This is an optimization exercise on Yosys and OpenROAD, whose aim is small area and a short achievable clock period, not a production implementation. Function was checked by simulation only, so behaviour that the tests miss may differ from the original. Power figures rest on the tool's default switching activity, not on a simulated workload.

## run 1
// cpu
module cpu (clk,clrn,inst,pc,alu_out,reg1,reg2);
    input  [31:0] inst;
    input         clk, clrn;
    output [31:0] pc;
    output [31:0] alu_out;
    output [31:0] reg1, reg2;
    wire [5:0] op = inst[31:26];
    wire [4:0] rc = inst[25:21];
    wire [4:0] ra = inst[20:16];
    wire [4:0] rb = inst[15:11];
    wire [3:0] f  = op[3:0];
    reg  [31:0] pc_q;
    reg  [31:0] r1, r2, r3, r4, r5;
    reg         zf_q, sf_q, cf_q;
    assign pc   = pc_q;
    assign reg1 = r5;
    assign reg2 = r4;
    wire [31:0] a = ({32{ra == 5'd1}} & r1) | ({32{ra == 5'd2}} & r2) |
                    ({32{ra == 5'd3}} & r3) | ({32{ra == 5'd4}} & r4) |
                    ({32{ra == 5'd5}} & r5);
    wire        imm_sel = ~op[5] & op[4];
    wire [31:0] b = ({32{~imm_sel & (rb == 5'd1)}} & r1) | ({32{~imm_sel & (rb == 5'd2)}} & r2) |
                    ({32{~imm_sel & (rb == 5'd3)}} & r3) | ({32{~imm_sel & (rb == 5'd4)}} & r4) |
                    ({32{~imm_sel & (rb == 5'd5)}} & r5) |
                    ({32{imm_sel}} & {{16{inst[15]}}, inst[15:0]});
    wire alu_grp = ~op[5];
    wire d_sub = alu_grp & ((f == 4'd1) | (f == 4'd9));
    wire d_mul = alu_grp & (f == 4'd2);
    wire d_and = alu_grp & (f == 4'd3);
    wire d_or  = alu_grp & (f == 4'd4);
    wire d_xor = alu_grp & (f == 4'd5);
    wire d_sll = alu_grp & (f == 4'd6);
  ...
For scale: about 200 flip-flops, ~160 I/O pins.
==> flow/config.mk <==
export PLATFORM = sky130hd
export DESIGN_NAME = cpu
export DESIGN_NICKNAME = cpu
export VERILOG_FILES = /design/flow/design.v
export SDC_FILE = /design/flow/constraint.sdc
export NUM_CORES = 4
export LEC_CHECK = 0
export CAP_MARGIN = 20
export CORE_MARGIN = 2
export CORE_UTILIZATION = 40
export SETUP_SLACK_MARGIN = 5
export SLEW_MARGIN = 20
export TNS_END_PERCENT = 10
==> flow/constraint.sdc <==
create_clock -name core_clock -period 20.0 [get_ports {clk}]
set_input_delay 4.0000 -clock core_clock [delete_from_list [all_inputs] [get_ports {clk}]]
set_output_delay 4.0000 -clock core_clock [all_outputs]
set_load 0.01 [all_outputs]
standard.sh (not shown) runs the stock make flow with config.mk's settings and CLKGATE_MAP_FILE= SYNTH_SCRIPT=/design/flow/synth_recipe.tcl, a recipe that flattens the netlist after the stock synthesis.
==> flow/flow/run.sh <==
#!/bin/bash
# The standard layout, with the port buffers made from sky130_fd_sc_hd__buf_1
# cells instead of the cell buffer_ports picks by default.
set -euo pipefail
bash standard.sh synth > synth.log 2>&1
bash standard.sh "BUFFER_PORTS_ARGS=-buffer_cell sky130_fd_sc_hd__buf_1" finish > layout.log 2>&1
Input-level comparison between run 2 and run 1:
Settings: setting ABC_AREA to 1 for the first time; setting PLACE_DENSITY to 0.45 for the first time.
--- outcome ---
Against run 1, run 2 reports a arrival time reported for the critical path endpoint that is lower.
Top achievable clock speed: run 2 vs run 1, no meaningful difference
Taking run 1 as the reference, in run 2 starting density of the core now sits higher, number of placed cells counting well taps now sits higher.
> inputs changed (run 2 -> run 3)
Settings: changing PLACE_DENSITY from 0.45 to 0.75; changing CORE_UTILIZATION from 40 to 60.
Looking at run 3 and run 2, the leakage power figure is a wash. Run 3 vs run 2 — global-route wire length before repair dropped by a little under 10%. Run 3 vs run 2 on portion of total power attributed to combinational logic: run 3 is the higher one. Run 3 vs. run 2: post-route fraction of the period consumed by the critical path went up by 0.51 points. Sort run 3 and run 2 by first-iteration DRC count, descending, and run 3 comes first.

========
v30:
cpu again, from the RTL that the note above started with.
clock: 20.0 ns
lec_check: 0
abc_area: 1
cap_margin: 20
core_margin: 2
core_utilization: 40
setup_slack_margin: 5
slew_margin: 20
tns_end_percent: 10
==> flow/flow/run.sh <==
#!/bin/bash
# The standard layout, with the port buffers made from sky130_fd_sc_hd__buf_1
# cells instead of the cell buffer_ports picks by default, and timing repair
# aiming at a setup slack margin of 4.5 ns.
set -euo pipefail
bash standard.sh synth > synth.log 2>&1
bash standard.sh "BUFFER_PORTS_ARGS=-buffer_cell sky130_fd_sc_hd__buf_1" SETUP_SLACK_MARGIN=4.5 finish > layout.log 2>&1
Both conditions hold for v30: the flow ran to the end and the final layout passed the timing, design-rule and antenna checks.
Setup changes, v30 to v49
==> flow/run.sh (new file) <==
#!/bin/bash
# synth_recipe.tcl (not shown) runs the flow's synth.tcl, then flattens the netlist and writes it again
# the make line also repeats each setting of config.mk as NAME=value (left out here)
make -C /OpenROAD-flow-scripts/flow DESIGN_CONFIG=/design/flow/config.mk WORK_HOME=/design/flow/orfs CLKGATE_MAP_FILE= SYNTH_SCRIPT=/design/flow/synth_recipe.tcl finish
-- flow/config.mk --
<<< v30, line 13
export SLEW_MARGIN = 20
export TNS_END_PERCENT = 10
>>> v49, line 13
export SLEW_MARGIN = 20
removed: flow/flow/run.sh
removed: flow/standard.sh
### Flow results
Fmax | v49 vs v30 | v49 faster
v49 ends up with a sequential share of power that is 2.2 points lower than in v30.
v49 ended up with a higher area added between synthesis and finish than v30 did.
Pin count of the biggest net entering global routing: v49 lower than v30
On number of antenna violations at the first check in global routing: between v30 and v49, it ends up lower for v30.
Critical path depth | v49 above v30
Re count of plain and timing-repair buffers in the layout: v30 and v49 aren't equal, and the lower value belongs to v30.
Cell count: v49 higher than v30
Taking v30 as the reference, in v49 final critical-path share of the clock period now sits lower; utilization now sits higher.
Modified inputs, v53 compared to v49
==> flow/flow/run.sh (new file) <==
#!/bin/bash
# The standard layout, with the port buffers made from sky130_fd_sc_hd__buf_1
# cells instead of the cell buffer_ports picks by default, and gates off the
# critical paths downsized after global routing (RECOVER_POWER).
set -euo pipefail
bash standard.sh synth > synth.log 2>&1
bash standard.sh "BUFFER_PORTS_ARGS=-buffer_cell sky130_fd_sc_hd__buf_1" RECOVER_POWER=100 finish > layout.log 2>&1
==> flow/standard.sh (new file) <==
#!/bin/bash
# synth_recipe.tcl (not shown) runs the flow's synth.tcl, then flattens the netlist and writes it again
# the make line also repeats each setting of config.mk as NAME=value (left out here)
make -C /OpenROAD-flow-scripts/flow DESIGN_CONFIG=/design/flow/config.mk WORK_HOME=/design/flow/orfs CLKGATE_MAP_FILE= SYNTH_SCRIPT=/design/flow/synth_recipe.tcl "${@:-finish}"
-- flow/config.mk --
<<< v49, line 11
export CORE_UTILIZATION = 40
export SETUP_SLACK_MARGIN = 5
>>> v53, line 11
export CORE_UTILIZATION = 40
export CTS_BUF_LIST = sky130_fd_sc_hd__clkbuf_4 sky130_fd_sc_hd__clkbuf_8
export SETUP_SLACK_MARGIN = 5
removed: flow/run.sh
Findings:
- Against v49, worst-case setup slack after placement in v53 came out better.
- Detailed-route wire length per cell: v53 vs v49 down about 2.8%
- To summarise v53: no stage aborted, but the layout did not pass its checks, failing on max-capacitance violations, max-slew violations.
- Taking v49 as the reference, in v53 non-clock buffer count went down, total power went down, global-route usage went down, sequential share of layout area went up.
- In the final design statistics, v53 uses fewer standard cells in total than v49.
### v53 -> v12
==> flow/flow/run.sh <==
#!/bin/bash
# The standard layout, with the port buffers made from sky130_fd_sc_hd__buf_1
# cells instead of the cell buffer_ports picks by default.
set -euo pipefail
bash standard.sh synth > synth.log 2>&1
bash standard.sh "BUFFER_PORTS_ARGS=-buffer_cell sky130_fd_sc_hd__buf_1" finish > layout.log 2>&1
==> flow/config.mk <==
export PLATFORM = sky130hd
export DESIGN_NAME = cpu
export DESIGN_NICKNAME = cpu
export VERILOG_FILES = /design/flow/design.v
export SDC_FILE = /design/flow/constraint.sdc
export NUM_CORES = 4
export LEC_CHECK = 0
export ABC_AREA = 1
export CAP_MARGIN = 5
export CORE_MARGIN = 2
export CORE_UTILIZATION = 40
export SETUP_SLACK_MARGIN = 5
export SLEW_MARGIN = 5
export TNS_END_PERCENT = 10
--- outcome ---
- The sole clean run among v12 and v53 is v12.
- Final checks on v53, whose flow otherwise completed, came back failing, citing max-capacitance violations, max-slew violations.
- Side by side, final cell count without fillers turned out lower in v12 than in v53.
- [v12 vs v53] number of setup buffers added after CTS: higher in v12
- Summary of v12 over v53: per-cell via count in the routed design now sits lower, post-route minimum period now sits lower, fill cell total of the finished layout now sits higher, total power now sits higher, insertion delay to the later sink of the worst-skew pair now sits lower.
- When v12 is set beside v53, its final wirelength turns out to be about 1% smaller.
- Sequential share of layout area across v12 and v53: no real change.

-- what the ideal ports hide --
The flow's constraints put no driver on any port. The routed layouts listed below were extracted and timed again, unchanged, in two steps. Step 1 assumes that a clkbuf_16 drives the clock port and a buf_2 every other input. Step 2 times the ports against the registers' clock, not the clock port: input delays grow and output delays shrink by t, the midpoint of the rising clock arrivals with the driver on. Slacks: ideal / step 1 / step 2; pairs: ideal / step 1.
run | t (ns) | slack for setup (ns) | slew at the worst register clock pin (ns) | worst slew at a driven data input, ns
run 1 | 0.510 | 5.005 / 4.929 / 4.929 | 0.08 / 0.08 | 0.15
run 2 | 0.562 | 5.048 / 5.016 / 5.016 | 0.09 / 0.09 | 0.06
run 3 | 0.520 | 4.947 / 4.892 / 4.892 | 0.09 / 0.09 | 0.05
v30 | 0.518 | 4.492 / 4.464 / 4.464 | 0.08 / 0.08 | 0.05
v49 | 0.514 | 5.093 / 5.033 / 5.033 | 0.09 / 0.09 | 0.07
v53 | 0.576 | 2.754 / 2.731 / 2.731 | 0.12 / 0.12 | 0.05
v12 | 0.514 | 5.066 / 5.044 / 5.044 | 0.08 / 0.08 | 0.05
For run 1, which loses most, drivers alone change the setup slack by -0.076 ns; drivers and shift together by -0.076 ns.
